This design comes from an exercise in tuning for small area, a short achievable clock period and few clock cycles on the open sky130 flow, not from production work.
In this exercise RTL edits were held to simulation tests only and were not proved equivalent to the original.
Power and IR drop assume default switching activity.

File: design/flow/config.mk
export PLATFORM = sky130hd
export DESIGN_NAME = arm
export DESIGN_NICKNAME = arm
export VERILOG_FILES = /design/flow/design.v
export SDC_FILE = /design/flow/constraint.sdc
export NUM_CORES = 4
export LEC_CHECK = 0
export CAP_MARGIN = 20
export CORE_MARGIN = 2
export CORE_UTILIZATION = 60
export SLEW_MARGIN = 20
File: design/flow/constraint.sdc
create_clock -name core_clock -period 11.0 [get_ports {clk}]
set_input_delay 2.2000 -clock core_clock [delete_from_list [all_inputs] [get_ports {clk}]]
set_output_delay 2.2000 -clock core_clock [all_outputs]
set_load 0.01 [all_outputs]
File: design/flow/design.v
module arm(input         clk, reset,
           output        MemWrite,
           output [31:0] Adr, WriteData,
           input  [31:0] ReadData);
  reg  [31:2] pc;         
  reg  [31:0] ir;         
  reg         irv;        
  reg  [31:0] ra, rb;     
  reg         mem;        
  reg         mst;        
  reg  [31:0] adr;        
  reg  [3:0]  mrd;        
  reg  [3:0]  flags;      
  wire [3:0] cond = ir[31:28];
  wire       n = flags[3], z = flags[2], c = flags[1], v = flags[0];
  wire       ge = (n == v);
  reg        condpass;
  always @(*)
    case (cond)
      4'b0000: condpass = z;
      4'b0001: condpass = ~z;
      4'b0010: condpass = c;
      4'b0011: condpass = ~c;
      4'b0100: condpass = n;
      4'b0101: condpass = ~n;
      4'b0110: condpass = v;
      4'b0111: condpass = ~v;
      4'b1000: condpass = c & ~z;
      4'b1001: condpass = ~(c & ~z);
      4'b1010: condpass = ge;
      4'b1011: condpass = ~ge;
      4'b1100: condpass = ~z & ge;
      4'b1101: condpass = ~(~z & ge);
      default: condpass = 1'b1;
    endcase
  reg  isdp, ismem, isb, useimm, sub, arith, sor, sxor, sand;
  wire ex    = irv & ~mem & condpass;
  wire [3:0] cmd = ir[24:21];
  wire       setf = ir[20];
  wire       ld   = ir[20];
  wire [3:0] rd = ir[15:12];
  wire [31:0] b     = isb ? {{6{ir[23]}}, ir[23:0], 2'b00} :
                      useimm ? {20'b0, ir[11:0]} : rb;
  wire [31:0] bx    = sub ? ~b : b;
  wire [32:0] sum   = {1'b0, ra} + {1'b0, bx} + {32'b0, sub};
  wire [31:0] lres  = ({32{sor}} & (ra | b)) | ({32{sxor}} & (ra ^ b)) |
                      ({32{sand}} & (ra & b));
  wire [31:0] res   = ({32{arith}} & sum[31:0]) | lres;
  wire [31:0] zk    = {ra[30:0] | bx[30:0], sub};
  wire        fz    = arith ? &(~(ra ^ bx ^ zk)) : ~|lres;
  wire        fv    = (ra[31] ^ b[31] ^ ~sub) & (sum[31] ^ ra[31]);
  wire dpwr   = ex & isdp;
  wire rdpc   = (rd == 4'd15);
  wire jump   = dpwr & rdpc;
  wire br     = ex & isb;
  wire memgo  = ex & ismem;
  wire ldw    = mem & ~mst;             
  wire ldpc   = ldw & (mrd == 4'd15);
  reg  [31:0] rf [0:14];
  reg  [14:0] rv;
  wire [15:0] rv16 = {1'b0, rv};
  wire        we  = ldw | dpwr;
  wire [3:0]  wa  = mem ? mrd : rd;
  wire [31:0] wd  = mem ? ReadData : res;
  integer i;
  always @(posedge clk)
    for (i = 0; i < 15; i = i + 1)
      if (we && wa == i) rf[i] <= wd;
  always @(posedge clk, posedge reset)
    if (reset) rv <= 15'b0;
    else
      for (i = 0; i < 15; i = i + 1)
        if (we && wa == i) rv[i] <= 1'b1;
  wire [31:0] fi  = mem ? ir : ReadData;
  wire        fb  = fi[27];
  wire [3:0]  ra1 = fi[19:16];
  wire [3:0]  ra2 = memgo ? ir[15:12] : fi[3:0];
  wire [31:3] pcinc = pc[31:3] + 29'd1;
  wire [31:2] pc1   = pc[2] ? {pcinc, 1'b0} : {pc[31:3], 1'b1};
  wire [31:2] pc2   = {pcinc, pc[2]};
  wire [31:2] r15a  = mem ? pc1 : pc2;                 
  wire [31:2] r15b  = (mem | memgo) ? pc1 : pc2;
  wire [31:0] rd1 = (ra1 == 4'd15 || fb) ? {r15a, 2'b00} : rf[ra1] & {32{rv16[ra1]}};
  wire [31:0] rd2 = (ra2 == 4'd15) ? {r15b, 2'b00} : rf[ra2] & {32{rv16[ra2]}};
  wire        wf  = mem ? ldw : (dpwr & ~rdpc);
  wire        f1  = wf & (ra1 == wa) & ~fb;
  wire        f2  = wf & (ra2 == wa);
  wire        fdp = ~fi[27] & ~fi[26];
  always @(posedge clk) begin
    ra <= f1 ? wd : rd1;
    rb <= f2 ? wd : rd2;
    isdp   <= fdp;
    ismem  <= ~fi[27] & fi[26];
    isb    <= fi[27];
    useimm <= fi[25] | fi[26];
    sub    <= fdp & fi[22];
    arith  <= ~fdp | (fi[23] & ~fi[24]) | fi[22];
    sor    <= fdp & ~(fi[23] & ~fi[24]) & ~fi[22] & fi[24];
    sxor   <= fdp & ~(fi[23] & ~fi[24]) & ~fi[22] & ~fi[24] & fi[21];
    sand   <= fdp & ~(fi[23] & ~fi[24]) & ~fi[22] & ~fi[24] & ~fi[21];
  end
  always @(posedge clk, posedge reset)
    if (reset) flags <= 4'b0;
    else if (dpwr & setf) begin
      flags[3] <= res[31];
      flags[2] <= fz;
      if (arith) begin
        flags[1] <= sum[32];
        flags[0] <= fv;
      end
    end
  wire [31:2] pcnext = mem ? (ldpc ? ReadData[31:2] : pc) :
                       (jump | br) ? res[31:2] : pc1;
  always @(posedge clk, posedge reset)
    if (reset) begin
      pc  <= 30'b0;
      adr <= 32'b0;
      irv <= 1'b0;
    end else begin
      pc  <= pcnext;
      adr <= memgo ? sum[31:0] : {pcnext, 2'b00};
      if (mem) begin
        if (ldpc) irv <= 1'b0;
      end else
        irv <= ~(jump | br);
    end
  always @(posedge clk)
    if (~mem) ir <= ReadData;
  always @(posedge clk, posedge reset)
    if (reset) begin
      mem <= 1'b0;
      mst <= 1'b0;
    end else begin
      mem <= memgo;
      mst <= memgo & ~ld;
    end
  always @(posedge clk) begin
    mrd  <= rd;
  end
  assign Adr       = adr;
  assign MemWrite  = mst;
  assign WriteData = rb;
endmodule
File: design/flow/flow/run.sh
#!/bin/bash
set -euo pipefail
export SETUP_SLACK_MARGIN=${REPAIR_MARGIN:-8}
export TNS_END_PERCENT=0
bash standard.sh > standard_make.log 2>&1
File: design/flow/standard.sh
#!/bin/bash
# synth_recipe.tcl (not shown) runs the flow's synth.tcl, then flattens the netlist and writes it again
# the make line also repeats each setting of config.mk as NAME=value (left out here)
make -C /OpenROAD-flow-scripts/flow DESIGN_CONFIG=/design/flow/config.mk WORK_HOME=/design/flow/orfs CLKGATE_MAP_FILE= SYNTH_SCRIPT=/design/flow/synth_recipe.tcl "${@:-finish}"
==> summary.txt, run 1 <==
status=finished clean; hold depth=1; Fin. Hold Viols=0; remaining global-route overflow=0; worst-case clock buffer depth=3; htree depth=3; Num CTS Buffers=72; Mapped Area=35440 um^2; drt initial violations=6955; FF-to-FF path depth=16; Slew @ Worst Pin=1.040 ns; count of state elements after synthesis=672; Post-Place Worst Slack=4.940 ns; Via-to-Cell Ratio=7.669; I/O Pins=99; DIE AREA=61030 um^2; initial core utilization=60.40%; largest net degree at the start of global routing=52; worst hold path type=register to register; router iterations before antenna repair=10; Setup WS post-layout=6.878 ns; share of cells above drive strength 1=21.62%; CP max FO=32; pwr dens=312.1 nW/um^2; Post-CTS Hold Buffers=0; Leakage=15.52 nW; most common cell in the netlist=edfxtp_1; average cell area after synthesis=11.16 um^2; NumNets Final=3501; Max Cap Violations=0; Die Span Y=247.1 um; GPL Wtd Cong=1.036; CP startpoint kind=primary input; FP Rows=89; final core utilization=74.03%; via count=32016; initial antenna violation count=6; synth-to-layout area growth=22.57%; Synth top area share=42.11%; Mapped Nets=3337; Cells after Synth=3175; Worst-path clk slew=0.06 ns; vias in the first global route=30902; CTS root buf=clkbuf_16; RSZ-0062 raised after global routing=true; Synth async-reset ratio=12.50%; IO buf count=98; fin crit share=37.48%; hpwl dp=89.15 mm; routed len/inst=36.85 um; GRT Util Overall=50.04%; number of synthesized flops with an enable pin=497; Crit path arrival time=4.68 ns; Area contributors post-synth=edfxtp_1 (42%), a22oi_1 (7.9%), dfrtp_1 (5.9%), dfxtp_1 (5.1%), ha_1 (4.5%); VDD IR max=0.2295 mV; clock latency on the worst-skew pair=0.65 ns; die width=247.1 um; critical path class=primary input to register; area leader, netlist=edfxtp_1; first-pass GRT wire length=216.8 mm; Slew HR=29.95%; total length of routed wires=153.9 mm; Fmax=242.6 MHz; Final ANT Viol Nets=0; TritonCTS clock tree=built; Fin Clk Skew=0.02023 ns; CP Capture Type=register; setup TNS=0 ns; CTS sink count=672; top_reg_cell synth=edfxtp_1; number of setup violations in the final report=0; Synth warnings=2; sequential share of the synthesized area=53.18%; Final min period=4.122 ns; Yosys cell types=88; CP required=11.56 ns; Core ar.=58690 um^2; top cells by count, synth=edfxtp_1 (497), a22oi_1 (372), nand2_1 (187); Final Max Slew Viols=0; # DRC=0
## flip-flops by register name (all words and copies together), names as in the netlist
register / count
mem: 1
ir: 32
sxor: 1
ismem: 1
rv: 15
flags: 4
sub: 1
useimm: 1
irv: 1
adr: 32
ra: 32
mst: 1
rb: 32
sor: 1
arith: 1
mrd: 4
rf: 480
pc: 30
isdp: 1
sand: 1
## report_power, final
part	switching [mW]	leakage, nW	internal [mW]
clock network	1.11	1.25	1.56
logic	4.08	7.96	2.48
registers	0.551	6.31	3.78
## layer usage
layer  track usage [%]  part of all wire [%]  wire (um)
met5                 0                 0.015         23
met4             32.81                   8.5      13140
met3             24.20                    18      27880
met2             69.43                    40      62090
met1             61.77                    33      50710
## cells in the final DEF, fill, tap and decap left out, drive strengths merged, types with 12 or more instances in the layout
cell type,n
a211oi,39
a21o,23
a21oi,149
a221oi,13
a222oi,64
a22oi,372
and3,20
buf,222
bufinv,13
clkbuf,84
clkdlybuf4s50,91
clkinv,32
clkinvlp,19
dfrtp,84
dfxtp,91
edfxtp,497
ha,127
inv,141
mux2,52
mux2i,75
nand2,188
nand2b,15
nand3,114
nand4,80
nor2,158
nor2b,18
nor3,28
nor4,12
o211ai,13
o21a,18
o21ai,119
o221ai,53
o22a,13
o22ai,39
or2,22
xnor2,119
xor2,66
## stage by stage
step	instance area, um^2	total power [mW]	instances	hold WS [ns]
global route	43440	13.86	4172	0.4982
finish	43440	13.56	4175	0.4794
detailed placement	37700	9.471	3887	0.4647
CTS	42910	12.90	4146	0.4794
floorplan	35730	7.308	3175	0.3674
global placement	37700	9.345	3887	0.4522
## repair_timing
action / in CTS / in global routing
pin swaps: 65 / 38
gates cloned: 13 / 3
endpoints found under the setup margin: 1228 / 1225
setup buffers: 112 / 23
resized for setup: 308 / 84
## kinds of logic after synthesis
logic type               share of synthesized area (%)
XOR/XNOR                                         4.571
multiplexers                                     3.897
AO/OA/AOI/OAI                                    20.16
AND/OR/NAND/NOR                                  9.319
adder cells (fa/ha/maj)                          4.540
flip-flops                                       53.18
buffers and inverters                            4.331
## critical path, stage by stage
cell           delay, ns
dlygate4sd2_1       0.38
mux2i_4             0.28
inv_1               0.13
nor2_2              0.29
nand2_1             0.14
mux2i_4             0.15
buf_6               0.44
a211oi_1            0.12
nand4_1             0.11
o22ai_1             0.19
o211ai_2            0.22
## worst paths after layout
| check | to | start | slack (ns) |
|---|---|---|---|
| min in group asynchronous | flags[1] | reset | 2.09 |
| worst max-delay path | rb[29] | ReadData[3] | 6.88 |
| worst max register to register | ra[27] | useimm | 6.89 |
| worst min-delay path | ir[25] | ir[25] | 0.48 |
| max in group asynchronous | mem | reset | 7.60 |
| worst min register to register | ir[25] | ir[25] | 0.48 |
## final cells by class
| cell class | count | area, um^2 |
|---|---|---|
| Clock buffer | 80 | 1873 |
| Tap cell | 773 | 967.2 |
| Antenna cell | 3 | 7.507 |
| Multi-Input combinational cell | 2117 | 16940 |
| Fill cell | 3880 | 15240 |
| Clock inverter | 54 | 720.7 |
| Inverter | 145 | 573.1 |
| Sequential cell | 672 | 18870 |
| Timing Repair inverter | 6 | 45.04 |
| Timing Repair Buffer | 325 | 3445 |
Testbench counts, summed over its fixed seeds: cycles 28,710.
==> inputs of run 2 (changes only) <==
--- a/design/flow/design.v
+++ b/design/flow/design.v
@@ -43,11 +43,13 @@
                       useimm ? {20'b0, ir[11:0]} : rb;
   wire [31:0] bx    = sub ? ~b : b;
   wire [32:0] sum   = {1'b0, ra} + {1'b0, bx} + {32'b0, sub};
-  wire [31:0] lres  = ({32{sor}} & (ra | b)) | ({32{sxor}} & (ra ^ b)) |
-                      ({32{sand}} & (ra & b));
+  wire [31:0] pg    = ra ^ bx;
+  wire [31:0] gg    = ra & bx;
+  wire [31:0] lres  = ({32{sor}} & (pg | gg)) | ({32{sxor}} & pg) |
+                      ({32{sand}} & gg);
   wire [31:0] res   = ({32{arith}} & sum[31:0]) | lres;
-  wire [31:0] zk    = {ra[30:0] | bx[30:0], sub};
-  wire        fz    = arith ? &(~(ra ^ bx ^ zk)) : ~|lres;
+  wire [31:0] zk    = {pg[30:0] | gg[30:0], sub};
+  wire        fz    = arith ? &(~(pg ^ zk)) : ~|lres;
   wire        fv    = (ra[31] ^ b[31] ^ ~sub) & (sum[31] ^ ra[31]);
   wire dpwr   = ex & isdp;
   wire rdpc   = (rd == 4'd15);
==> run 2 against run 1 <==
  * Core utilization shrank 1.7 points
  * Combinational power increased by 5.2%
  * Still clean
  * Count of clock-buffer cells in the layout increased by 19
  * Die area shrank 2.2%
  * Design area fell by 4.5%
  * Fmax is 4.3% lower
  * Global-route usage shrank 1.7 points
  * Area after synthesis decreased by 2.3%
  * Worst setup slack lost 0.18 ns
  * Non-clock buffer count is 41 lower
  * First-iteration DRC count fell by 15%
  * Largest cell class unchanged
  * Sequential power grew 2%
==> summary.txt, run 2 <==
routed len/inst=36.06 um; Synth async-reset ratio=12.50%; Reg with most FFs=rf; Num CTS Buffers=72; CP required=11.50 ns; fin crit share=39.14%; CTS root buf=clkbuf_16; htree depth=3; most common cell in the netlist=edfxtp_1; slowest CP cell=o22ai_1; area leader, netlist=edfxtp_1; Via-to-Cell Ratio=7.642; hpwl dp=84.20 mm; Final ANT Viol Nets=0; share of cells above drive strength 1=18.31%; vias in the first global route=29847; RSZ-0062 raised after global routing=true; initial core utilization=60.37%; Final Max Slew Viols=0; Buffers & Inverters on Critical Path=3; commonest non-fill, non-tap cell in the layout=edfxtp_1; sequential share of the synthesized area=54.42%; Final Non-Filler Cells=4075; FP Rows=88; most frequent cells in the layout=edfxtp_1 (497), a22oi_1 (366), nand2_1 (187); Layout fillers=3954; Leakage=14.55 nW; TritonCTS clock tree=built; DIE AREA=59660 um^2; NumNets Final=3345; critical path class=primary input to register; average cell area after synthesis=11.10 um^2; Mapped Nets=3221; via count=31141; Post-Place Worst Slack=4.813 ns; area used by multi-input combinational logic=15840 um^2; Total Power=13.79 mW; CP Capture Type=register; router iterations before antenna repair=10; CP max stage delay=0.47 ns; worst hold path type=register to register; Final min period=4.306 ns; total length of routed wires=146.9 mm; Top cell by count, worst path=a21oi_1; placed inst area=36710 um^2; Slew HR=21.12%; number of setup violations in the final report=0; Die Span Y=244.3 um; initial antenna violation count=4; Slew @ Worst Pin=1.182 ns; top cells by count, synth=edfxtp_1 (497), a22oi_1 (371), nand2_1 (191); top_reg_cell synth=edfxtp_1; die width=244.3 um; Core ar.=57370 um^2; Yosys cell types=82; VDD IR max=0.1996 mV; Largest register FFs=480; number of synthesized flops with an enable pin=497; Fmax=232.3 MHz; Crit path arrival time=4.81 ns; largest net degree at the start of global routing=69; Synth warnings=2; # DRC=0; clock latency on the worst-skew pair=0.64 ns; remaining global-route overflow=0; Synth top area share=43.09%; I/O Pins=99; first-pass GRT wire length=207.0 mm; CTS sink count=672; Area contributors post-synth=edfxtp_1 (43%), a22oi_1 (8.0%), dfrtp_1 (6.1%), dfxtp_1 (5.3%), xnor2_1 (2.6%); GPL Wtd Cong=1.062; Fin Clk Skew=0.03299 ns; Cells after Synth=3121; Worst-path clk slew=0.06 ns; status=finished clean; IO buf count=98; GRT Util Overall=48.29%; CP delay by family, top=compound AO/OA/AOI/OAI gates; worst-case clock buffer depth=3; Fin. Hold Viols=0; pwr dens=332.5 nW/um^2; worst hold slack=0.4727 ns; drt initial violations=5899; Reg area=18860 um^2; CP startpoint kind=primary input; Finished Cell Area=41470 um^2; CP max FO=32; count of state elements after synthesis=672; DP Cell Count=3826; crit path cell chain=dlygate4sd2_1 -> inv_1 -> o22ai_2 -> and2_1 -> a21oi_1 -> mux2i_4 -> buf_6 -> a21oi_1 -> nand4_1 -> o22ai_1 -> o221ai_2; Setup WS post-layout=6.694 ns; Max Cap Violations=0; synth-to-layout area growth=19.75%; Mapped Area=34630 um^2; setup TNS=0 ns; final core utilization=72.30%
run 2: worst reg2reg max path, delay by kind of cell (launching register included):
family	cells	cell delay, ns
AOI/OAI and AO/OA	8	1.62
xor gates and xnor gates	2	0.40
adders and majority gates	1	0.33
buffers and inverters	3	0.44
DFF	1	0.73
muxes	1	0.18
and+or+nand+nor	2	0.27
run 2: area by class of cell:
| class | count | area share, % |
|---|---|---|
| tap | 765 | 2.308 |
| clock buffer | 99 | 4.963 |
| timing repair inverter | 6 | 0.1086 |
| sequential | 672 | 45.48 |
| timing repair buffer | 284 | 6.746 |
| clock inverter | 34 | 0.8779 |
| multi-input combinational | 2083 | 38.19 |
| inverter | 126 | 1.291 |
| antenna | 6 | 0.03620 |
run 2: final timing paths:
path                        startpoint    endpoint  slack [ns]  cells after the start
hold reg to reg                 ir[25]      ir[25]        0.47                      1
setup reg to reg                 ir[2]  rf[14][24]        6.77                     17
min in group asynchronous        reset     adr[30]        2.09                      2
hold / removal                  ir[25]      ir[25]        0.47                      1
setup / recovery           ReadData[0]       rb[2]        6.69                     11
max in group asynchronous        reset         mem        7.67                      3
run 2: report_power, final:
group	internal (mW)	switching, mW	total, mW
clock	1.44	1.04	2.49
sequential	3.93	0.478	4.40
combinational	2.39	4.51	6.90
run 2: layer usage:
metal  vias to the layer above  wire length (um)  global-route usage [%]
met4                         4             12500                   32.66
met1                     14876             48600                   59.26
met5                         -               201                   2.533
li1                      12348                 -                       -
met2                      3094             60840                   69.01
met3                       819             24800                   20.54
run 2: repair_timing:
action	CTS	global route
hold buffers	0	0
buffers inserted	74	19
endpoints found under the setup margin	1223	1217
pin swaps	41	21
cloned	14	3
gates resized for setup	272	34
run 2: cell families after synthesis:
group | synth area share [%]
AOI/OAI and AO/OA | 21.12
and+or+nand+nor | 9.473
DFF | 54.42
buffers and inverters | 4.238
xor gates and xnor gates | 4.678
adders and majority gates | 2.406
muxes | 3.667
Testbench counts of run 2, summed over its fixed seeds: cycles 28,710.
==> inputs of run 3 (changes only) <==
==> design/flow/flow/run.sh (replaced) <==
#!/bin/bash
set -euo pipefail
export SETUP_SLACK_MARGIN=${REPAIR_MARGIN:-8}
export TNS_END_PERCENT=0
export BUFFER_PORTS_ARGS="-buffer_cell sky130_fd_sc_hd__buf_1"
bash standard.sh > standard_make.log 2>&1
--- a/design/flow/config.mk
+++ b/design/flow/config.mk
@@ -7,5 +7,7 @@
 export LEC_CHECK = 0
 export CAP_MARGIN = 20
 export CORE_MARGIN = 2
-export CORE_UTILIZATION = 60
+export CORE_UTILIZATION = 45
+export CTS_CLUSTER_DIAMETER = 100
+export CTS_CLUSTER_SIZE = 20
 export SLEW_MARGIN = 20
==> run 3 against run 2 <==
  * Register-to-register slack improved by 0.07 ns
  * Non-clock buffer count shrank 14
  * First-iteration DRC count fell by 2.1%
  * Still clean on timing, DRC and antenna
  * Core utilization is 20 points lower
  * Clock skew up 0.0097 ns
  * Sequential share of layout area rose by 1.6 points
  * Via count fell by 2.8%
  * Critical path depth shrank 1
  * Worst setup slack better by 0.055 ns
  * Count of clock-buffer cells in the layout shrank 31
  * Design area decreased by 3.3%
  * Combinational power down 1%
==> summary.txt, run 3 <==
status=finished clean; via count=30266; Fin Clk Skew=0.04269 ns; vias in the first global route=29066; Largest register FFs=480; CP max FO=32; CP required=11.54 ns; Setup WS post-layout=6.749 ns; Mapped Nets=3221; M1 GR Usage=46.79%; sequential share of the synthesized area=54.42%; Slew HR=22.34%; die width=281.4 um; Via-to-Cell Ratio=7.095; Core ar.=76080 um^2; first-pass GRT wire length=208.3 mm; Final ANT Viol Nets=0; count of state elements after synthesis=672; average cell area after synthesis=11.10 um^2; top_reg_cell synth=edfxtp_1; most frequent cells in the layout=edfxtp_1 (497), a22oi_1 (364), nand2_1 (183); Fmax=235.2 MHz; hpwl dp=87.93 mm; RSZ-0062 raised after global routing=true; Fin. Hold Viols=0; worst-case clock buffer depth=3; Reg with most FFs=rf; GRT Util Overall=36.71%; drt initial violations=5776; area leader, netlist=edfxtp_1; IO buf count=98; Max Cap Violations=0; htree depth=2; CP startpoint kind=primary input; Leakage=13.67 nW; met2 GRT Util=54.53%; VDD IR max=0.1421 mV; Global Route met3 Usage=12.52%; Final Non-Filler Cells=4266; number of setup violations in the final report=0; Synth warnings=2; Crit path arrival time=4.80 ns; initial core utilization=45.52%; Mapped Area=34630 um^2; CTS sink count=672; clock latency on the worst-skew pair=0.65 ns; GPL Wtd Cong=0.9929; Synth async-reset ratio=12.50%; DIE AREA=79200 um^2; Die Span Y=281.4 um; number of synthesized flops with an enable pin=497; FP Rows=101; CP max stage delay=0.49 ns; CP Capture Type=register; pwr dens=321.8 nW/um^2; Post-CTS Hold Buffers=0; TritonCTS clock tree=built; commonest non-fill, non-tap cell in the layout=edfxtp_1; most common cell in the netlist=edfxtp_1; Cells after Synth=3121; total length of routed wires=151.1 mm; I/O Pins=99; placed inst area=36450 um^2; top cells by count, synth=edfxtp_1 (497), a22oi_1 (371), nand2_1 (191); critical path class=primary input to register; hold depth=1; Final min period=4.251 ns; NumNets Final=3300; # DRC=0; routed len/inst=35.43 um; fin crit share=38.65%; worst hold path type=register to register; Top cell by count, worst path=nand2_1; Yosys cell types=82; slowest CP cell=o22ai_1; Worst-path clk slew=0.09 ns; share of cells above drive strength 1=17.04%; Final Max Slew Viols=0; remaining global-route overflow=0; DP Cell Count=4091; Post-Place Worst Slack=5.105 ns; busiest layer in global routing=met2; setup TNS=0 ns; Area contributors post-synth=edfxtp_1 (43%), a22oi_1 (8.0%), dfrtp_1 (6.1%), dfxtp_1 (5.3%), xnor2_1 (2.6%); initial antenna violation count=3; Num CTS Buffers=42; router iterations before antenna repair=15; synth-to-layout area growth=15.81%; largest net degree at the start of global routing=62; CTS root buf=clkbuf_16; FF-to-FF path depth=19; crit path cell chain=buf_1 -> nand2_1 -> o22ai_1 -> nand2_1 -> mux2i_4 -> buf_6 -> a22oi_1 -> nand3_1 -> o22ai_2 -> o221ai_2; Slew @ Worst Pin=1.164 ns; Synth top area share=43.09%; Finished Cell Area=40110 um^2
-- run 3: timing repair --
item,CTS,global route
setup endpoints to repair,1179,1236
cloned,8,9
pin swaps,27,56
resized for setup,157,157
setup buffers,37,41
-- run 3: area by class of cell --
class | count | area [um^2]
multi-input combinational | 2081 | 15970
timing repair inverter | 7 | 51.30
clock buffer | 68 | 1170
antenna | 2 | 5.005
clock inverter | 10 | 151.4
fill | 6572 | 35970
inverter | 126 | 546.8
tap | 1030 | 1289
timing repair buffer | 270 | 2066
sequential | 672 | 18860
-- run 3: cells by family after synthesis --
family                     Yosys count  synth area share [%]
DFF                                672                 54.42
AOI/OAI and AO/OA                 1019                 21.12
xor gates and xnor gates           185                 4.678
muxes                              121                 3.667
and+or+nand+nor                    687                 9.473
adders and majority gates           66                 2.406
buffers and inverters              371                 4.238
-- run 3: path summary, 6_finish.rpt --
kind | start | endpoint | slack [ns]
min in group asynchronous | reset | rv[9] | 1.59
setup / recovery | ReadData[1] | rb[26] | 6.75
max in group asynchronous | reset | adr[27] | 8.09
hold / removal | ir[25] | ir[25] | 0.49
setup reg to reg | useimm | rb[26] | 6.84
hold reg to reg | ir[25] | ir[25] | 0.49
-- run 3: through the flow --
stage	utilization [%]	hold slack (ns)	power (mW)
6_report	52.72	0.4885	12.91
5_1_grt	52.72	0.5060	13.30
4_1_cts	51.10	0.4852	12.03
3_5_place_dp	47.91	0.4663	9.804
3_3_place_gp	47.90	0.4517	9.726
2_1_floorplan	-	0.3854	7.640
-- run 3: metal layers --
| layer | wire length [um] | share of wire [%] |
|---|---|---|
| met1 | 53920 | 36 |
| met2 | 64270 | 43 |
| met3 | 22070 | 15 |
| met4 | 10870 | 7.2 |
| met5 | 11 | 0.0073 |
-- run 3: report_power, final --
part           switching (mW)  internal, mW  total (mW)  leakage, nW
registers               0.482          3.92        4.40         6.31
clock network           0.931         0.758        1.69        0.623
logic                    4.49          2.33        6.82         6.73
total                    5.90          7.00        12.9         13.7
-- run 3: worst max-delay path: cells and delay by family --
| family | cells | cell delay (ns) |
|---|---|---|
| AOI/OAI and AO/OA | 4 | 1.08 |
| buffers and inverters | 2 | 0.75 |
| muxes | 1 | 0.17 |
| and+or+nand+nor | 3 | 0.56 |
==> inputs of run 4 (changes only) <==
--- a/design/flow/design.v
+++ b/design/flow/design.v
@@ -6,6 +6,8 @@
   reg  [31:0] ir;         
   reg         irv;        
   reg  [31:0] ra, rb;     
+  reg         fwa, fwb;   
+  reg  [31:0] lastw;      
   reg         mem;        
   reg         mst;        
   reg  [31:0] adr;        
@@ -33,24 +35,24 @@
       4'b1101: condpass = ~(~z & ge);
       default: condpass = 1'b1;
     endcase
-  reg  isdp, ismem, isb, useimm, sub, arith, sor, sxor, sand;
+  reg  isdp, ismem, isb, sub, arith, sor, sxor, sand;
   wire ex    = irv & ~mem & condpass;
   wire [3:0] cmd = ir[24:21];
   wire       setf = ir[20];
   wire       ld   = ir[20];
   wire [3:0] rd = ir[15:12];
-  wire [31:0] b     = isb ? {{6{ir[23]}}, ir[23:0], 2'b00} :
-                      useimm ? {20'b0, ir[11:0]} : rb;
+  wire [31:0] a     = fwa ? lastw : ra;
+  wire [31:0] b     = fwb ? lastw : rb;
   wire [31:0] bx    = sub ? ~b : b;
-  wire [32:0] sum   = {1'b0, ra} + {1'b0, bx} + {32'b0, sub};
-  wire [31:0] pg    = ra ^ bx;
-  wire [31:0] gg    = ra & bx;
+  wire [32:0] sum   = {1'b0, a} + {1'b0, bx} + {32'b0, sub};
+  wire [31:0] pg    = a ^ bx;
+  wire [31:0] gg    = a & bx;
   wire [31:0] lres  = ({32{sor}} & (pg | gg)) | ({32{sxor}} & pg) |
                       ({32{sand}} & gg);
   wire [31:0] res   = ({32{arith}} & sum[31:0]) | lres;
   wire [31:0] zk    = {pg[30:0] | gg[30:0], sub};
   wire        fz    = arith ? &(~(pg ^ zk)) : ~|lres;
-  wire        fv    = (ra[31] ^ b[31] ^ ~sub) & (sum[31] ^ ra[31]);
+  wire        fv    = (a[31] ^ b[31] ^ ~sub) & (sum[31] ^ a[31]);
   wire dpwr   = ex & isdp;
   wire rdpc   = (rd == 4'd15);
   wire jump   = dpwr & rdpc;
@@ -85,16 +87,20 @@
   wire [31:0] rd1 = (ra1 == 4'd15 || fb) ? {r15a, 2'b00} : rf[ra1] & {32{rv16[ra1]}};
   wire [31:0] rd2 = (ra2 == 4'd15) ? {r15b, 2'b00} : rf[ra2] & {32{rv16[ra2]}};
   wire        wf  = mem ? ldw : (dpwr & ~rdpc);
+  wire        fuseimm = fi[25] | fi[26] | fi[27];
   wire        f1  = wf & (ra1 == wa) & ~fb;
-  wire        f2  = wf & (ra2 == wa);
+  wire        f2  = wf & (ra2 == wa) & (memgo | ~fuseimm);
+  wire [31:0] fimm = fi[27] ? {{6{fi[23]}}, fi[23:0], 2'b00} : {20'b0, fi[11:0]};
   wire        fdp = ~fi[27] & ~fi[26];
   always @(posedge clk) begin
-    ra <= f1 ? wd : rd1;
-    rb <= f2 ? wd : rd2;
+    ra <= rd1;
+    rb <= (fuseimm & ~memgo) ? fimm : rd2;
+    fwa <= f1;
+    fwb <= f2;
+    lastw <= wd;
     isdp   <= fdp;
     ismem  <= ~fi[27] & fi[26];
     isb    <= fi[27];
-    useimm <= fi[25] | fi[26];
     sub    <= fdp & fi[22];
     arith  <= ~fdp | (fi[23] & ~fi[24]) | fi[22];
     sor    <= fdp & ~(fi[23] & ~fi[24]) & ~fi[22] & fi[24];
==> run 4 against run 3 <==
  * Clock skew fell by 0.021 ns
  * Power fell by 0.44%
  * Largest power group unchanged
  * Critical endpoint is now rb[28]
  * Highest routed layer unchanged
  * Non-clock buffer count fell by 34
  * Synthesized cell count fell by 2.2%
  * Register-to-register slack improved by 0.10 ns
==> summary.txt, run 4 <==
status=finished clean; hpwl dp=88.91 mm; router iterations before antenna repair=7; placed inst area=36830 um^2; Cells after Synth=3051; total length of routed wires=148.7 mm; Slew HR=21.93%; Final ANT Viol Nets=0; CP Capture Type=register; die width=282.7 um; VDD IR max=0.1755 mV; Mapped Area=34950 um^2; Crit path arrival time=4.67 ns; pwr dens=323.9 nW/um^2; critical path class=primary input to register; Core ar.=77210 um^2; Slew @ Worst Pin=1.159 ns; CP max stage delay=0.50 ns; Via-to-Cell Ratio=7.014; CP required=11.56 ns; FP Rows=102; Largest register FFs=480; DP Cell Count=4037; Post-Synth XOR/XNOR Area=4.661%; I/O Pins=99; top cells by count, synth=edfxtp_1 (484), a22oi_1 (349), nand2_1 (200); share of cells above drive strength 1=15.34%; Fin. Hold Viols=0; NumNets Final=3202; Fin Clk Skew=0.02186 ns; Synth async-reset ratio=11.91%; IO buf count=98; CTS root buf=clkbuf_16; Total Power=12.85 mW; Reg with most FFs=rf; mux cell area share after synthesis=4.908%; Synth warnings=2; Area contributors post-synth=edfxtp_1 (42%), dfxtp_1 (7.8%), a22oi_1 (7.5%), dfrtp_1 (6.0%), mux2i_1 (2.7%); DIE AREA=79920 um^2; remaining global-route overflow=0; Finished Cell Area=39680 um^2; routed len/inst=35.59 um; Num CTS Buffers=43; Worst-path clk slew=0.09 ns; drt initial violations=5595; Die Span Y=282.7 um; TritonCTS clock tree=built; count of state elements after synthesis=705; CP max FO=32; htree depth=2; worst hold path type=register to register; top_reg_cell synth=edfxtp_1; clock latency on the worst-skew pair=0.64 ns; Final Non-Filler Cells=4178; post-synthesis adder-cell area fraction=2.384%; Fmax=243.0 MHz; CTS sink count=705; Final min period=4.115 ns; average cell area after synthesis=11.46 um^2; number of setup violations in the final report=0; largest family of logic cells by synthesized area=compound AO/OA/AOI/OAI gates; via count=29306; commonest non-fill, non-tap cell in the layout=edfxtp_1; fin crit share=37.41%; synth-to-layout area growth=13.52%; Max Cap Violations=0; setup TNS=0 ns; largest net degree at the start of global routing=67; initial core utilization=45.27%; Simple-Gate Fraction of Synth Area=8.856%; first-pass GRT wire length=205.5 mm; most common cell in the netlist=edfxtp_1; most frequent cells in the layout=edfxtp_1 (484), a22oi_1 (349), nand2_1 (196); initial antenna violation count=6; number of synthesized flops with an enable pin=484; Synth top area share=41.58%; RSZ-0062 raised after global routing=true; slowest CP cell=o32ai_2; worst-case clock buffer depth=3; Buffers & Inverters on Critical Path=3; CP startpoint kind=primary input; area leader, netlist=edfxtp_1; Leakage=13.43 nW; GPL Wtd Cong=0.9839; complex-gate fraction of the synthesized area=19.87%; CP delay by family, top=compound AO/OA/AOI/OAI gates; GRT Util Overall=36.37%; # DRC=0; Post-CTS Hold Buffers=0; Layout fillers=6735; sequential share of the synthesized area=55.44%; Final Max Slew Viols=0; vias in the first global route=27669; Mapped Nets=3151; crit path cell chain=buf_1 -> inv_1 -> o32ai_2 -> nand2_1 -> mux2i_4 -> buf_8 -> a22oi_1 -> nand3_1 -> o22ai_1 -> o221ai_2; Yosys cell types=82
-- run 4: area by class of cell --
type	count	area [um^2]	share of cell area, %
antenna	3	7.507	0.01892
clock buffer	70	1187	2.993
clock inverter	8	112.6	0.2838
inverter	109	417.9	1.053
multi-input combinational	2007	15460	38.96
sequential	705	19390	48.87
tap	1040	1301	3.280
timing repair buffer	236	1802	4.541
-- run 4: cells by family after synthesis --
logic type               count (synthesis)
flip-flops                             705
buffers and inverters                  342
AO/OA/AOI/OAI                          942
AND/OR/NAND/NOR                        648
multiplexers                           162
adder cells (fa/ha/maj)                 66
XOR/XNOR                               186
-- run 4: final timing paths --
kind / startpoint / end / slack [ns] / cells past startpoint
setup / recovery: ReadData[0] / rb[28] / 6.89 / 10
hold / removal: ir[11] / ir[11] / 0.50 / 1
setup reg to reg: fwb / rf[10][25] / 6.94 / 16
hold reg to reg: ir[11] / ir[11] / 0.50 / 1
max in group asynchronous: reset / adr[24] / 8.07 / 3
min in group asynchronous: reset / mst / 1.57 / 2
-- run 4: where the power goes --
part | total, mW | internal (mW) | switching [mW]
clock network | 1.72 | 0.764 | 0.951
registers | 4.68 | 4.18 | 0.503
logic | 6.45 | 2.12 | 4.33
-- run 4: per-layer routing --
metal / vias to the layer above / GRT usage, % / routed length (um)
met5: - / 0 / 39
met4: 6 / 19.88 / 9755
met3: 547 / 9.559 / 20660
met2: 2510 / 55.48 / 64570
met1: 14332 / 47.31 / 53680
li1: 11911 / - / -
-- run 4: repair_timing --
| item | CTS | global route |
|---|---|---|
| endpoints found under the setup margin | 1203 | 1234 |
| pin swaps | 34 | 17 |
| resized for setup | 150 | 35 |
| setup buffers | 45 | 8 |
| cloned | 6 | 1 |
-- run 4: stage by stage --
stage                     hold slack, ns  worst slack [ns]  util [%]
final                             0.5038             6.885     51.39
after global routing              0.5149             6.825     51.38
after CTS                         0.5078             7.019     51.02
after detailed placement          0.4866             5.425     47.70
after global placement            0.4779             5.548     47.69
after floorplan                   0.3290             6.990         -
Testbench counts of run 4, summed over its fixed seeds: cycles 28,710.
==> inputs of run 5 (changes only) <==
--- a/design/flow/config.mk
+++ b/design/flow/config.mk
@@ -10,4 +10,5 @@
 export CORE_UTILIZATION = 45
 export CTS_CLUSTER_DIAMETER = 100
 export CTS_CLUSTER_SIZE = 20
+export PLACE_DENSITY = 0.75
 export SLEW_MARGIN = 20
==> run 5 against run 4 <==
  * Still clean
  * Critical path type is now register to register
  * Worst setup slack improved by 0.0064 ns
  * Highest routed layer unchanged
  * Flip-flop and latch count unchanged
  * Fmax increased by 0.16%
  * Clock power decreased by 6%
==> summary.txt, run 5 <==
slowest CP cell=a21oi_4; Largest register FFs=480; Fmax=243.4 MHz; initial antenna violation count=9; Fin Clk Skew=0.02728 ns; initial core utilization=45.27%; Final ANT Viol Nets=0; crit path cell chain=buf_12 -> buf_16 -> mux2i_2 -> xnor2_1 -> ha_2 -> buf_4 -> a21o_1 -> a221o_1 -> a2111oi_4 -> buf_4 -> o31ai_1 -> xnor2_1 -> a21oi_2 -> a21oi_4; number of setup violations in the final report=0; Layout fillers=6505; fin crit share=37.35%; GPL Wtd Cong=1.089; Worst-path clk slew=0.09 ns; largest net degree at the start of global routing=56; top cells by count, synth=edfxtp_1 (484), a22oi_1 (349), nand2_1 (200); CP required=11.34 ns; # DRC=0; Synth top area share=41.58%; Num CTS Buffers=41; drt initial violations=6291; reg2reg setup slack=6.89 ns; Via-to-Cell Ratio=7.073; commonest non-fill, non-tap cell in the layout=edfxtp_1; DIE AREA=79920 um^2; count of state elements after synthesis=705; critical path class=register to register; RSZ-0062 raised after global routing=true; Synth warnings=2; CP startpoint kind=register; TritonCTS clock tree=built; Synth async-reset ratio=11.91%; die width=282.7 um; CTS sink count=705; share of cells above drive strength 1=15.64%; most frequent cells in the layout=edfxtp_1 (484), a22oi_1 (349), nand2_1 (193); routed len/inst=32.44 um; Final Max Slew Viols=0; setup TNS=0 ns; vias in the first global route=27857; CP max FO=16; Post-CTS Hold Buffers=0; CP Capture Type=register; Crit path arrival time=4.45 ns; CP max stage delay=0.51 ns; Die Span Y=282.7 um; Slew HR=20.99%; NumNets Final=3201; total length of routed wires=135.6 mm; clock latency on the worst-skew pair=0.63 ns; area leader, netlist=edfxtp_1; Post-Place Worst Slack=5.849 ns; CTS root buf=clkbuf_16; via count=29572; average cell area after synthesis=11.46 um^2; synth-to-layout area growth=13.60%; I/O Pins=99; Yosys cell types=82; Fin. Hold Viols=0; worst hold path type=register to register; Max Cap Violations=0; status=finished clean; Buffers & Inverters on Critical Path=4; Cells after Synth=3051; Final min period=4.108 ns; IO buf count=98; number of synthesized flops with an enable pin=484; FP Rows=102; pwr dens=319.0 nW/um^2; Core ar.=77210 um^2; Total Power=12.67 mW; GRT Util Overall=32.68%; CP delay by family, top=compound AO/OA/AOI/OAI gates; Mapped Nets=3151; Reg with most FFs=rf; sequential share of the synthesized area=55.44%; Slew @ Worst Pin=1.173 ns; hpwl dp=80.09 mm; htree depth=2; router iterations before antenna repair=11; remaining global-route overflow=0; first-pass GRT wire length=189.3 mm; Leakage=13.40 nW; top_reg_cell synth=edfxtp_1; worst-case clock buffer depth=3; Area contributors post-synth=edfxtp_1 (42%), dfxtp_1 (7.8%), a22oi_1 (7.5%), dfrtp_1 (6.0%), mux2i_1 (2.7%); Setup WS post-layout=6.892 ns; most common cell in the netlist=edfxtp_1; Mapped Area=34950 um^2; VDD IR max=0.1828 mV
-- run 5: cell types whose count changed in the layout (fill, tap and decap cells not counted), sizes merged --
cell | previous run | this run
clkinv | 2 | 1
mux2 | 67 | 66
diode | 3 | 9
clkbuf | 74 | 82
inv | 114 | 110
buf | 231 | 227
or2 | 22 | 21
-- run 5: worst paths after layout --
| kind | cells after the start | endpoint | from |
|---|---|---|---|
| setup / recovery | 14 | rf[1][22] | fwb |
| hold / removal | 1 | ir[25] | ir[25] |
| setup reg to reg | 14 | rf[1][22] | fwb |
| hold reg to reg | 1 | ir[25] | ir[25] |
| max in group asynchronous | 3 | mem | reset |
| min in group asynchronous | 2 | adr[4] | reset |
-- run 5: layout make-up --
cell class | instances | area [um^2] | share of cell area, %
Timing Repair Buffer | 239 | 1846 | 4.648
Sequential cell | 705 | 19390 | 48.84
Clock inverter | 3 | 33.78 | 0.08508
Multi-Input combinational cell | 2005 | 15550 | 39.15
Antenna cell | 9 | 22.52 | 0.05672
Clock buffer | 71 | 1149 | 2.893
Tap cell | 1040 | 1301 | 3.277
Inverter | 109 | 415.4 | 1.046
-- run 5: per-layer routing --
layer	routed length [um]	vias up	GRT usage [%]
met4	10700	8	20.23
met3	22420	758	12.66
met1	45000	13981	39.85
li1	-	11899	-
met5	129	-	0
met2	57360	2926	48.74
-- run 5: stage by stage --
stage | hold WS, ns | utilization [%] | cells | cell area [um^2]
2_1_floorplan | 0.3290 | - | 3051 | 35100
3_3_place_gp | 0.4559 | 47.68 | 4036 | 36820
3_5_place_dp | 0.4593 | 47.70 | 4036 | 36830
4_1_cts | 0.4788 | 50.40 | 4144 | 38910
5_1_grt | 0.5021 | 51.39 | 4172 | 39680
6_report | 0.4789 | 51.42 | 4181 | 39700
-- run 5: what timing repair did --
item                       4_1_cts  5_1_grt
pin swaps                       20       29
hold endpoints to repair         0        0
gates resized for setup        105       92
cloned                           4        5
setup endpoints to repair     1218     1250
buffers inserted                30       23
-- run 5: where the power goes --
group          switching, mW  internal (mW)  leakage [nW]
logic                   4.22           2.17          6.27
registers              0.492           4.18          6.56
clock network          0.888          0.719         0.563
-- run 5: cell families after synthesis --
family | count (synthesis) | share of synthesized area, %
DFF | 705 | 55.44
xor gates and xnor gates | 186 | 4.661
muxes | 162 | 4.908
adders and majority gates | 66 | 2.384
buffers and inverters | 342 | 3.877
AOI/OAI and AO/OA | 942 | 19.87
and+or+nand+nor | 648 | 8.856
==> inputs of run 6 (changes only) <==
--- a/design/flow/config.mk
+++ b/design/flow/config.mk
@@ -9,6 +9,6 @@
 export CORE_MARGIN = 2
 export CORE_UTILIZATION = 45
 export CTS_CLUSTER_DIAMETER = 100
-export CTS_CLUSTER_SIZE = 20
+export CTS_CLUSTER_SIZE = 24
 export PLACE_DENSITY = 0.75
 export SLEW_MARGIN = 20
==> run 6 against run 5 <==
  * Still clean
  * Area after synthesis did not move
  * Combinational power fell by 6.0%
  * Critical path depth fell by 4
  * Design area fell by 2.1%
  * Critical endpoint is now rb[12]
  * Largest power group unchanged
==> summary.txt, run 6 <==
Core ar.=77210 um^2; commonest non-fill, non-tap cell in the layout=edfxtp_1; total length of routed wires=133.3 mm; top cells by count, synth=edfxtp_1 (484), a22oi_1 (349), nand2_1 (200); Slew HR=20.59%; GPL Wtd Cong=1.089; synth-to-layout area growth=11.22%; htree depth=2; # DRC=0; R2R Path Start=fwb; largest net degree at the start of global routing=56; drt initial violations=6498; Setup WS post-layout=6.775 ns; remaining global-route overflow=0; Worst R2R End=rf[10][21]; number of synthesized flops with an enable pin=484; count of state elements after synthesis=705; Total Power=12.18 mW; Fin Clk Skew=0.03764 ns; FF-to-FF path depth=14; worst hold path type=register to register; CP max FO=32; RSZ-0062 raised after global routing=true; TritonCTS clock tree=built; Yosys cell types=82; I/O Pins=99; CTS sink count=705; Final min period=4.225 ns; Final ANT Viol Nets=0; Max Cap Violations=0; CP required=11.54 ns; die width=282.7 um; Slew @ Worst Pin=1.179 ns; fin crit share=38.41%; NumNets Final=3167; Synth async-reset ratio=11.91%; CP Capture Type=register; Worst-path clk slew=0.10 ns; worst hold start=ir[25]; Leakage=13.08 nW; Reg with most FFs=rf; average cell area after synthesis=11.46 um^2; routed len/inst=32.23 um; share of cells above drive strength 1=13.26%; status=finished clean; Num CTS Buffers=35; Mapped Area=34950 um^2; Hold Crit Endpoint=ir[25]; critical path class=primary input to register; CP startpoint kind=primary input; Via-to-Cell Ratio=7.074; DIE AREA=79920 um^2; VDD IR max=0.1863 mV; Final Max Slew Viols=0; Fin. Hold Viols=0; Largest register FFs=480; worst-case clock buffer depth=3; Crit path arrival time=4.77 ns; GRT Util Overall=32.57%; router iterations before antenna repair=12; pwr dens=313.2 nW/um^2; Mapped Nets=3151; most common cell in the netlist=edfxtp_1; initial antenna violation count=6; setup TNS=0 ns; via count=29267; Post-Place Worst Slack=5.849 ns; first-pass GRT wire length=188.6 mm; Die Span Y=282.7 um; Post-CTS Hold Buffers=0; Synth top area share=41.58%; Layout fillers=6583; hpwl dp=80.09 mm; FP Rows=102; Area contributors post-synth=edfxtp_1 (42%), dfxtp_1 (7.8%), a22oi_1 (7.5%), dfrtp_1 (6.0%), mux2i_1 (2.7%); number of setup violations in the final report=0; Fmax=236.7 MHz; CTS root buf=clkbuf_16; IO buf count=98; sequential share of the synthesized area=55.44%; Cells after Synth=3051; area leader, netlist=edfxtp_1; most frequent cells in the layout=edfxtp_1 (484), a22oi_1 (349), nand2_1 (196); vias in the first global route=27693; hold depth=1; Synth warnings=2; initial core utilization=45.27%; clock latency on the worst-skew pair=0.62 ns; top_reg_cell synth=edfxtp_1; reg2reg setup slack=6.80 ns
[run 6: cell counts after synthesis]
No cell type changed its count.
[run 6: logic make-up after synthesis]
kind of cell	Yosys count	share of synthesized area, %
muxes	162	4.908
AOI/OAI and AO/OA	942	19.87
DFF	705	55.44
xor gates and xnor gates	186	4.661
adders and majority gates	66	2.384
buffers and inverters	342	3.877
and+or+nand+nor	648	8.856
[run 6: per-stage QoR]
stage               utilization, %  hold slack [ns]  cell area, um^2  cells
floorplan                        -           0.3290            35100   3051
global placement             47.68           0.4559            36820   4036
detailed placement           47.70           0.4593            36830   4036
CTS                          50.24           0.4828            38790   4128
global route                 50.33           0.5064            38860   4131
finish                       50.35           0.4835            38870   4137
[run 6: critical path, stage by stage]
cell,delay [ns]
buf_1,0.31
nand2_1,0.10
o22ai_1,0.43
nand2_1,0.18
o21ai_4,0.16
buf_4,0.57
a22oi_1,0.18
nand4_1,0.16
o22ai_1,0.19
o221ai_1,0.25
[run 6: final cells by class]
cell class	count	area [um^2]	share of cell area, %
clock buffers	57	979.7	2.520
well taps	1040	1301	3.347
repair buffers	212	1519	3.907
diodes	6	15.01	0.03862
flip-flops and latches	705	19390	49.88
multi-input cells	2004	15190	39.06
clock inverters	4	66.31	0.1706
inverters	109	415.4	1.069
[run 6: worst max-delay path by stage]
| stage | to | from | depth (start not counted) | slack (ns) |
|---|---|---|---|---|
| 6_report | rb[12] | ReadData[3] | 10 | 6.77 |
| 3_5_place_dp | ra[30] | ReadData[19] | 11 | 5.85 |
| 3_3_place_gp | ra[30] | ReadData[19] | 11 | 5.91 |
| 5_1_grt | rf[0][30] | fwb | 16 | 6.74 |
| 4_1_cts | rf[7][30] | fwb | 16 | 7.00 |
| 2_1_floorplan | ra[11] | ReadData[16] | 9 | 6.99 |
[run 6: power breakdown]
part           switching [mW]  leakage (nW)  internal [mW]
Clock                   0.860         0.500          0.649
Sequential              0.484          6.56           4.18
Combinational            4.07          6.02           1.93
Total                    5.41          13.1           6.76
[run 6: layer usage]
metal | vias to the layer above | track usage, % | share of wire (%)
met5 | - | 0 | 0.032
met4 | 4 | 19.89 | 7.7
met3 | 737 | 12.22 | 17
met2 | 2900 | 48.30 | 42
met1 | 13801 | 40.33 | 34
li1 | 11825 | - | -
[run 6: timing repair]
item | 4_1_cts | 5_1_grt
resized for setup | 111 | 7
setup buffers | 27 | 3
cloned | 4 | 0
setup endpoints to repair | 1209 | 1238
pin swaps | 19 | 7

==> port drivers added, routing unchanged <==
In the flow no input, the clock included, has a driving cell. The finished layouts below were timed again as built, in two steps.
Step 1 (the two cells are an assumption about what drives the block):
set clk [get_ports {clk}]
set_driving_cell -lib_cell sky130_fd_sc_hd__clkbuf_16 $clk
set_driving_cell -lib_cell sky130_fd_sc_hd__buf_2 [delete_from_list [all_inputs] $clk]
Step 2, shift: input delay + t, output delay - t, t = (earliest + latest rising clock arrival at the registers) / 2. This alone moves slack from input paths to output paths.
a / b / c = ideal / step 1 / step 2; a / b = the first two.
| run | shift t [ns] | setup WS [ns] | worst setup path at the end | worst register clock-pin slew, ns | cell pins on the clock port's net |
|---|---|---|---|---|---|
| run 1 | 0.705 | 6.878 / 6.830 / 6.211 | input to register | 0.07 / 0.07 | 1 |
| run 2 | 0.688 | 6.694 / 6.734 / 6.047 | input to register | 0.07 / 0.07 | 1 |
| run 3 | 0.692 | 6.749 / 6.732 / 6.040 | input to register | 0.10 / 0.10 | 1 |
| run 4 | 0.698 | 6.885 / 6.861 / 6.163 | input to register | 0.10 / 0.10 | 1 |
| run 5 | 0.682 | 6.892 / 6.891 / 6.208 | input to register | 0.10 / 0.10 | 1 |
| run 6 | 0.670 | 6.775 / 6.797 / 6.140 | input to register | 0.11 / 0.11 | 1 |
After both steps every run listed still meets setup and hold. For run 4, which loses most, drivers alone change the setup slack by -0.024 ns; drivers and shift together by -0.722 ns.
